Context: an optimization exercise on an open-source flow, tuned for small area. The choices shown serve that exercise and are no tape-out recipe.
Function was checked by simulation only, so behaviour that the tests miss may differ from the original.
Power figures rest on the tool's default switching activity, not on a simulated workload.

Design top_module, start of the top module:
module top_module (
    input wire clk,                 
    input wire reset,               
    input wire [15:0] input_data,   
    input wire [1023:0] cmem_data_in,  
    output wire [31:0] result,      
    output wire done                
);
    wire write_enable;
    wire read_enable;
    wire shift_enable;
    wire fifo_empty;
    wire fifo_full;
    wire mac_done;
    control control_inst (
        .clk(clk),
        .reset(reset),
        .fifo_full(fifo_full),
        .fifo_empty(fifo_empty),
        .mac_done(mac_done),
        .write_enable(write_enable),
        .read_enable(read_enable),
        .shift_enable(shift_enable),
        .done(done)
    );
    datapath datapath_inst (
        .clk(clk),
        .reset(reset),
        .write_enable(write_enable),
        .read_enable(read_enable),
        .shift_enable(shift_enable),
        .input_data(input_data),
        .cmem_data_in(cmem_data_in),
        .result(result),
        .fifo_empty(fifo_empty),
        .fifo_full(fifo_full),
        .done(mac_done)
    );
endmodule
==> module fifo, before the edit <==
module fifo (
    input wire clk,
    input wire reset,
    input wire write_enable,
    input wire [13:0] write_data,
    input wire read_enable,
    output reg [13:0] read_data,
    output wire read_strobe,
    output wire empty_flag,
    output wire full_flag
);
    reg [13:0] memory [0:63];
    reg [6:0] write_pointer, read_pointer;
    reg wrap_w, wrap_r;
    reg [6:0] write_pointer_sync, read_pointer_sync;
    wire [6:0] write_code = write_pointer | {7{wrap_w}};
    wire [6:0] read_code  = read_pointer  | {7{wrap_r}};
    assign empty_flag = (read_code == write_pointer_sync);
    assign full_flag  = (write_code == (read_pointer_sync ^ 7'h40));
    reg [13:0] read_word;
    integer k;
    always @(*) begin
        read_word = 14'd0;
        for (k = 0; k < 64; k = k + 1)
            read_word = read_word | ({14{read_pointer[5:0] == k}} & memory[k]);
    end
    wire do_write = write_enable && !full_flag;
    wire do_read  = read_enable && !empty_flag;
    assign read_strobe = !reset && do_read;
    always @(posedge clk or posedge reset) begin
        if (reset) begin
            write_pointer <= 7'd0;
            wrap_w <= 1'b0;
        end else if (do_write) begin
            write_pointer <= write_pointer + 7'd1;
            wrap_w <= (write_pointer == 7'd127);
        end
    end
    always @(posedge clk) begin
        if (do_write)
            memory[write_pointer[5:0]] <= write_data;
    end
    always @(posedge clk or posedge reset) begin
        if (reset) begin
            read_pointer <= 7'd0;
            wrap_r <= 1'b0;
        end else if (do_read) begin
            read_pointer <= read_pointer + 7'd1;
            wrap_r <= (read_pointer == 7'd127);
        end
    end
    always @(posedge clk) begin
        if (read_strobe)
            read_data <= read_word;
    end
    always @(posedge clk) begin
        write_pointer_sync <= write_code;
        read_pointer_sync <= read_code;
    end
endmodule
==> module alu_mac, before the edit <==
module alu_mac (
    input wire clk,
    input wire reset,
    input wire [15:0] d_element,
    input wire [1023:0] cmem,
    output reg [5:0] tap_index,
    output reg [31:0] out,
    output reg done
);
    reg [31:0] sum;
    reg [15:0] cmem_element;
    integer k;
    always @(*) begin
        cmem_element = 16'd0;
        for (k = 0; k < 63; k = k + 1)
            cmem_element = cmem_element | ({16{tap_index == k}} & cmem[k*16 +: 16]);
    end
    wire [31:0] next_sum;
    mac_tree mac_tree_inst (
        .d(d_element),
        .c(cmem_element),
        .acc((tap_index == 6'd0) ? 32'd0 : sum),
        .s(next_sum)
    );
    always @(posedge clk or posedge reset) begin
        if (reset) begin
            tap_index <= 6'd0;
            out <= 32'd0;
            done <= 1'b0;
        end else begin
            tap_index <= tap_index + 6'd1;
            done <= (tap_index == 6'd63);
            if (tap_index == 6'd63)
                out <= sum;
        end
    end
    always @(posedge clk) begin
        sum <= next_sum;
    end
endmodule
==> flow/config.mk <==
export PLATFORM = sky130hd
export DESIGN_NAME = top_module
export DESIGN_NICKNAME = top_module
export VERILOG_FILES = /design/flow/design.v
export SDC_FILE = /design/flow/constraint.sdc
export NUM_CORES = 4
export LEC_CHECK = 0
export CAP_MARGIN = 20
export CORE_MARGIN = 2
export CORE_UTILIZATION = 50
export PLACE_DENSITY = 0.65
export SLEW_MARGIN = 20
==> flow/constraint.sdc <==
create_clock -name core_clock -period 12.0 [get_ports {clk}]
set_input_delay 2.4000 -clock core_clock [delete_from_list [all_inputs] [get_ports {clk}]]
set_output_delay 2.4000 -clock core_clock [all_outputs]
set_load 0.01 [all_outputs]
standard.sh (not shown) runs the stock make flow with config.mk's settings and CLKGATE_MAP_FILE= SYNTH_SCRIPT=/design/flow/synth_recipe.tcl, a recipe that flattens the netlist after the stock synthesis.
==> flow/flow/run.sh <==
#!/bin/bash
# Layout: the standard flow, with single-drive buffers on the ports, a
# clock tree of larger sink clusters without dummy loads, and ABC mapping
# with relaxed delay targets (less area).
set -euo pipefail
rm -rf scripts
cp -r "$FLOW_HOME/scripts" scripts
sed -i 's/^&nf$/\&nf -R 200/; /upsize/d' scripts/abc_speed.script
export SCRIPTS_DIR="$PWD/scripts"
export BUFFER_PORTS_ARGS="-buffer_cell sky130_fd_sc_hd__buf_1"
export CTS_ARGS="-sink_clustering_enable -repair_clock_nets -dont_use_dummy_load -sink_clustering_size 28 -sink_clustering_max_diameter 90"
bash standard.sh > standard.log 2>&1
Edit:
--- a/flow/design.v
+++ b/flow/design.v
@@ -72,12 +72,21 @@
     wire [6:0] read_code  = read_pointer  | {7{wrap_r}};
     assign empty_flag = (read_code == write_pointer_sync);
     assign full_flag  = (write_code == (read_pointer_sync ^ 7'h40));
-    reg [13:0] read_word;
-    integer k;
+    reg [7:0] sel_lo, sel_hi;
+    reg [13:0] read_word, group_word;
+    integer g, k;
     always @(*) begin
+        for (k = 0; k < 8; k = k + 1) begin
+            sel_lo[k] = (read_pointer[2:0] == k);
+            sel_hi[k] = (read_pointer[5:3] == k);
+        end
         read_word = 14'd0;
-        for (k = 0; k < 64; k = k + 1)
-            read_word = read_word | ({14{read_pointer[5:0] == k}} & memory[k]);
+        for (g = 0; g < 8; g = g + 1) begin
+            group_word = 14'd0;
+            for (k = 0; k < 8; k = k + 1)
+                group_word = group_word | ({14{sel_lo[k]}} & memory[g*8+k]);
+            read_word = read_word | ({14{sel_hi[g]}} & group_word);
+        end
     end
     wire do_write = write_enable && !full_flag;
     wire do_read  = read_enable && !empty_flag;
@@ -178,12 +187,22 @@
     output reg done
 );
     reg [31:0] sum;
-    reg [15:0] cmem_element;
-    integer k;
+    reg [7:0] sel_lo, sel_hi;
+    reg [15:0] cmem_element, group_word;
+    integer g, k;
     always @(*) begin
+        for (k = 0; k < 8; k = k + 1) begin
+            sel_lo[k] = (tap_index[2:0] == k);
+            sel_hi[k] = (tap_index[5:3] == k);
+        end
         cmem_element = 16'd0;
-        for (k = 0; k < 63; k = k + 1)
-            cmem_element = cmem_element | ({16{tap_index == k}} & cmem[k*16 +: 16]);
+        for (g = 0; g < 8; g = g + 1) begin
+            group_word = 16'd0;
+            for (k = 0; k < 8; k = k + 1)
+                if (g*8+k != 63)
+                    group_word = group_word | ({16{sel_lo[k]}} & cmem[(g*8+k)*16 +: 16]);
+            cmem_element = cmem_element | ({16{sel_hi[g]}} & group_word);
+        end
     end
     wire [31:0] next_sum;
     mac_tree mac_tree_inst (
After rerunning:
- via count fell by about 15%
- final cell count fell by 1.4%
- wire length fell by 38%
- non-clock buffer count fell by 113
- final area fell by about 1.1%
- clock power fell by about 5%
- synthesized area rose by 1.8%
- setup slack improves by 0.25 ns
- maximum frequency rose by about 2.2%
- core utilization fell by 1.6 points


== the previous run ==
top_module again, from the RTL that the note above started with.
Settings: LEC_CHECK=0, CAP_MARGIN=20, CORE_MARGIN=2, CORE_UTILIZATION=40, PLACE_DENSITY=0.6, SLEW_MARGIN=20; clock period 12.0 ns.
==> flow/flow/run.sh <==
#!/bin/bash
# Layout: the standard flow, with single-drive buffers on the ports and
# a clock tree of larger sink clusters, without dummy loads.
set -euo pipefail
export BUFFER_PORTS_ARGS="-buffer_cell sky130_fd_sc_hd__buf_1"
export CTS_ARGS="-sink_clustering_enable -repair_clock_nets -dont_use_dummy_load -sink_clustering_size 24 -sink_clustering_max_diameter 110"
bash standard.sh > standard.log 2>&1
The previous run: PASS, flow complete, no timing, DRC or antenna violations
For the current run, these inputs were changed with respect to the previous run:
--- a/flow/design.v
+++ b/flow/design.v
@@ -70,16 +70,25 @@
     reg [6:0] write_pointer_sync, read_pointer_sync;
     wire [6:0] write_code = write_pointer | {7{wrap_w}};
     wire [6:0] read_code  = read_pointer  | {7{wrap_r}};
     assign empty_flag = (read_code == write_pointer_sync);
     assign full_flag  = (write_code == (read_pointer_sync ^ 7'h40));
-    reg [13:0] read_word;
-    integer k;
+    reg [7:0] sel_lo, sel_hi;
+    reg [13:0] read_word, group_word;
+    integer g, k;
     always @(*) begin
+        for (k = 0; k < 8; k = k + 1) begin
+            sel_lo[k] = (read_pointer[2:0] == k);
+            sel_hi[k] = (read_pointer[5:3] == k);
+        end
         read_word = 14'd0;
-        for (k = 0; k < 64; k = k + 1)
-            read_word = read_word | ({14{read_pointer[5:0] == k}} & memory[k]);
+        for (g = 0; g < 8; g = g + 1) begin
+            group_word = 14'd0;
+            for (k = 0; k < 8; k = k + 1)
+                group_word = group_word | ({14{sel_lo[k]}} & memory[g*8+k]);
+            read_word = read_word | ({14{sel_hi[g]}} & group_word);
+        end
     end
     wire do_write = write_enable && !full_flag;
     wire do_read  = read_enable && !empty_flag;
     assign read_strobe = !reset && do_read;
     always @(posedge clk or posedge reset) begin
@@ -176,16 +185,26 @@
     output reg [5:0] tap_index,
     output reg [31:0] out,
     output reg done
 );
     reg [31:0] sum;
-    reg [15:0] cmem_element;
-    integer k;
+    reg [7:0] sel_lo, sel_hi;
+    reg [15:0] cmem_element, group_word;
+    integer g, k;
     always @(*) begin
+        for (k = 0; k < 8; k = k + 1) begin
+            sel_lo[k] = (tap_index[2:0] == k);
+            sel_hi[k] = (tap_index[5:3] == k);
+        end
         cmem_element = 16'd0;
-        for (k = 0; k < 63; k = k + 1)
-            cmem_element = cmem_element | ({16{tap_index == k}} & cmem[k*16 +: 16]);
+        for (g = 0; g < 8; g = g + 1) begin
+            group_word = 16'd0;
+            for (k = 0; k < 8; k = k + 1)
+                if (g*8+k != 63)
+                    group_word = group_word | ({16{sel_lo[k]}} & cmem[(g*8+k)*16 +: 16]);
+            cmem_element = cmem_element | ({16{sel_hi[g]}} & group_word);
+        end
     end
     wire [31:0] next_sum;
     mac_tree mac_tree_inst (
         .d(d_element),
         .c(cmem_element),
Findings:
- There was hardly any difference in clock buffer instance count of the final layout between the previous run and the current run.
- The current run vs. the previous run: data required time at the worst endpoint decreased by 60 ps relative to the old numbers; die area grew by 1.1%; critical path depth went up about 11%; switching power total shows a reduction of about 9%; share of total power consumed by net switching now smaller.


Setup of lagoon:
top_module, a different RTL version from the one above (not shown whole).
Size in the first run: about 5,700 cells after synthesis, ~1,100 I/O pins.
Design top_module, start of the top module:
module top_module (
    input wire clk,                 
    input wire reset,               
    input wire [15:0] input_data,   
    input wire [1023:0] cmem_data_in,  
    output wire [31:0] result,      
    output wire done                
);
==> module imem, before the edit <==
module imem (
    input wire clk,
    input wire rst,
    input wire shift_enable,
    input wire [13:0] new_value,
    input wire [5:0] tap,
    output wire [13:0] tap_code
);
    reg [13:0] memory [0:62];
    reg shift_d;
    reg [5:0] valid_count;
    integer i;
    always @(posedge clk or posedge rst) begin
        if (rst) begin
            shift_d <= 1'b0;
            valid_count <= 6'd0;
        end else begin
            shift_d <= shift_enable;
            if (shift_d && valid_count != 6'd63)
                valid_count <= valid_count + 6'd1;
        end
    end
    always @(posedge clk) begin
        if (shift_d) begin
            for (i = 62; i > 0; i = i - 1)
                memory[i] <= memory[i-1];
            memory[0] <= new_value;
        end
    end
    wire [13:0] word = (tap == 6'd63) ? 14'd0 : memory[tap];
    assign tap_code = (tap < valid_count) ? word : 14'd0;
endmodule
Settings: LEC_CHECK=0, CAP_MARGIN=20, CORE_MARGIN=2, CORE_UTILIZATION=40, PLACE_DENSITY=0.6, SLEW_MARGIN=20; clock period 12.0 ns.
run.sh (not shown) runs the stock make flow with config.mk's settings and CLKGATE_MAP_FILE= SYNTH_SCRIPT=/design/flow/synth_recipe.tcl, a recipe that flattens the netlist after the stock synthesis.
Stock flow here: none of the scripts above is used.
lagoon finished all stages; the layout is clean.
Edits applied to the flow inputs when going from lagoon to tundra:
-- flow/design.v --
<<< lagoon, line 113
    output wire [13:0] tap_code
);
    reg [13:0] memory [0:62];
    reg shift_d;
    reg [5:0] valid_count;
    integer i;
    always @(posedge clk or posedge rst) begin
        if (rst) begin
            shift_d <= 1'b0;
            valid_count <= 6'd0;
        end else begin
            shift_d <= shift_enable;
            if (shift_d && valid_count != 6'd63)
                valid_count <= valid_count + 6'd1;
        end
    end
    always @(posedge clk) begin
        if (shift_d) begin
            for (i = 62; i > 0; i = i - 1)
                memory[i] <= memory[i-1];
            memory[0] <= new_value;
        end
    end
    wire [13:0] word = (tap == 6'd63) ? 14'd0 : memory[tap];
    assign tap_code = (tap < valid_count) ? word : 14'd0;
endmodule
module alu_mac (
>>> tundra, line 113
    output wire [13:0] tap_code
);
    reg [13:0] ring [0:63];
    reg shift_d;
    reg [5:0] valid_count;
    reg pend0, pend1;
    reg [13:0] pend_value0, pend_value1;
    integer i;
    wire use0 = pend0 && (tap == 6'd0);
    wire use1 = pend1 && (tap == 6'd1);
    wire [13:0] head = use0 ? pend_value0 : (use1 ? pend_value1 : ring[0]);
    always @(posedge clk or posedge rst) begin
        if (rst) begin
            shift_d <= 1'b0;
            valid_count <= 6'd0;
            pend0 <= 1'b0;
            pend1 <= 1'b0;
        end else begin
            shift_d <= shift_enable;
            if (shift_d) begin
                if (valid_count != 6'd63)
                    valid_count <= valid_count + 6'd1;
                pend0 <= 1'b1;
                pend1 <= pend0;
            end else begin
                if (use0) pend0 <= 1'b0;
                if (use1) pend1 <= 1'b0;
            end
        end
    end
    always @(posedge clk) begin
        if (shift_d) begin
            pend_value0 <= new_value;
            pend_value1 <= pend_value0;
        end
    end
    always @(posedge clk) begin
        if (!shift_d) begin
            for (i = 0; i < 63; i = i + 1)
                ring[i] <= ring[i+1];
            ring[63] <= head;
        end
    end
    assign tap_code = (tap < valid_count) ? head : 14'd0;
endmodule
module alu_mac (
==> run summary <==
Summary of tundra over lagoon: share of the synthesized area in compound gates (AO/OA/AOI/OAI) has decreased, net total in the final layout has decreased, proportion of synthesized chip area in sequential cells has increased, layout-stage area growth over the synthesis result has increased.
Of lagoon and tundra, the lower total length of routed wires belongs to tundra.


Another version of the RTL of top_module (not shown whole).
For scale: ~2000 flip-flops, about 1100 I/O pins.
==> module imem, before the edit <==
module imem (
    input wire clk,
    input wire rst,
    input wire shift_enable,
    input wire [13:0] new_value,
    input wire [5:0] tap,
    output wire [13:0] tap_code
);
    reg [13:0] ring [0:64];
    reg [13:0] prev_word;
    reg shift_d;
    reg shifted;
    reg [5:0] valid_count;
    reg pend0, pend1;
    reg [13:0] pend_value0, pend_value1;
    integer i;
    wire use0 = pend0 && (tap == 6'd0);
    wire use1 = pend1 && (tap == 6'd1);
    wire [13:0] fill = use0 ? pend_value0 : (use1 ? pend_value1 : ring[0]);
    wire [13:0] head = (use0 || use1) ? fill : (shifted ? prev_word : ring[0]);
    always @(posedge clk or posedge rst) begin
        if (rst) begin
            shift_d <= 1'b0;
            shifted <= 1'b0;
            valid_count <= 6'd0;
            pend0 <= 1'b0;
            pend1 <= 1'b0;
        end else begin
            shift_d <= shift_enable;
            if (shift_d) begin
                if (valid_count != 6'd63)
                    valid_count <= valid_count + 6'd1;
                pend0 <= 1'b1;
                pend1 <= pend0;
                shifted <= 1'b1;
            end else begin
                if (use0) pend0 <= 1'b0;
                if (use1) pend1 <= 1'b0;
                if (tap == 6'd63) shifted <= 1'b0;
            end
        end
    end
    always @(posedge clk) begin
        if (shift_d) begin
            pend_value0 <= new_value;
            pend_value1 <= pend_value0;
        end
    end
    always @(posedge clk) begin
        for (i = 0; i < 64; i = i + 1)
            ring[i] <= ring[i+1];
        ring[64] <= fill;
        prev_word <= ring[0];
    end
    assign tap_code = (tap < valid_count) ? head : 14'd0;
endmodule
export LEC_CHECK = 0
export CAP_MARGIN = 20
export CORE_MARGIN = 2
export CORE_UTILIZATION = 40
export PLACE_DENSITY = 0.6
export SLEW_MARGIN = 20
create_clock -name core_clock -period 12.0 [get_ports {clk}]
The starting point produced a clean layout.
Rerun with:
--- a/flow/design.v
+++ b/flow/design.v
@@ -128,22 +128,18 @@
     input wire [5:0] tap,
     output wire [13:0] tap_code
 );
-    reg [13:0] ring [0:64];
-    reg [13:0] prev_word;
+    reg [13:0] ring [0:63];
     reg shift_d;
-    reg shifted;
     reg [5:0] valid_count;
     reg pend0, pend1;
     reg [13:0] pend_value0, pend_value1;
     integer i;
     wire use0 = pend0 && (tap == 6'd0);
     wire use1 = pend1 && (tap == 6'd1);
-    wire [13:0] fill = use0 ? pend_value0 : (use1 ? pend_value1 : ring[0]);
-    wire [13:0] head = (use0 || use1) ? fill : (shifted ? prev_word : ring[0]);
+    wire [13:0] head = use0 ? pend_value0 : (use1 ? pend_value1 : ring[0]);
     always @(posedge clk or posedge rst) begin
         if (rst) begin
             shift_d <= 1'b0;
-            shifted <= 1'b0;
             valid_count <= 6'd0;
             pend0 <= 1'b0;
             pend1 <= 1'b0;
@@ -154,11 +150,9 @@
                     valid_count <= valid_count + 6'd1;
                 pend0 <= 1'b1;
                 pend1 <= pend0;
-                shifted <= 1'b1;
             end else begin
                 if (use0) pend0 <= 1'b0;
                 if (use1) pend1 <= 1'b0;
-                if (tap == 6'd63) shifted <= 1'b0;
             end
         end
     end
@@ -169,10 +163,11 @@
         end
     end
     always @(posedge clk) begin
-        for (i = 0; i < 64; i = i + 1)
-            ring[i] <= ring[i+1];
-        ring[64] <= fill;
-        prev_word <= ring[0];
+        if (!shift_d) begin
+            for (i = 0; i < 63; i = i + 1)
+                ring[i] <= ring[i+1];
+            ring[63] <= head;
+        end
     end
     assign tap_code = (tap < valid_count) ? head : 14'd0;
 endmodule
Wire length climbs by about 4.6%.
Utilization drops by 1.2 points.
Sequential share of layout area climbs by 4.4 points.
Via count climbs by 3.4%.
Clock power drops by about 0.8%.
Sequential power climbs by about 4.6%.
Critical path depth climbs by 2.
Worst hold slack is better by 0.0084 ns.
Total power climbs by about 2%.
Flip-flop and latch count drops by 29.
Fmax climbs by 5.4%.
Global-route usage drops by 1.3 points.
Worst setup slack is better by 0.56 ns.

[separate check: timing with driven ports]
The flow's constraints put no driver on any port. The routed layouts listed below were extracted and timed again, unchanged, in two steps.
Step 1 sets driving cells, clkbuf_16 on the clock port and buf_2 on the other inputs (assumed; they add their load-dependent delay and slew).
Step 2 also shifts input and output timing later by t, the mid clock arrival at the registers, as if the neighbouring blocks saw the same clock.
a / b / c = ideal / step 1 / step 2; a / b = the first two.
run	t (ns)	setup slack, ns	hold WS [ns]
the first run of note 1	0.820	0.761 / 0.761 / 0.191	0.165 / 0.165 / 0.165
the second run of note 1	0.774	1.008 / 1.008 / 0.455	0.097 / 0.097 / 0.097
the previous run	0.819	1.565 / 1.565 / 0.855	0.109 / 0.109 / 0.109
the current run	0.803	1.660 / 1.683 / 0.900	0.164 / 0.164 / 0.164
lagoon	0.923	0.752 / 0.752 / 0.519	0.135 / 0.135 / 0.135
tundra	0.873	1.440 / 1.440 / 0.661	0.165 / 0.165 / 0.165
the first run of note 4	0.900	1.127 / 1.186 / 0.286	0.138 / 0.138 / 0.138
the second run of note 4	0.926	1.689 / 1.689 / 0.950	0.146 / 0.146 / 0.146
After both steps setup and hold are still met in every run listed. The setup slack of the first run of note 4, which loses most, moves by +0.059 ns with the drivers and by -0.841 ns with both steps.
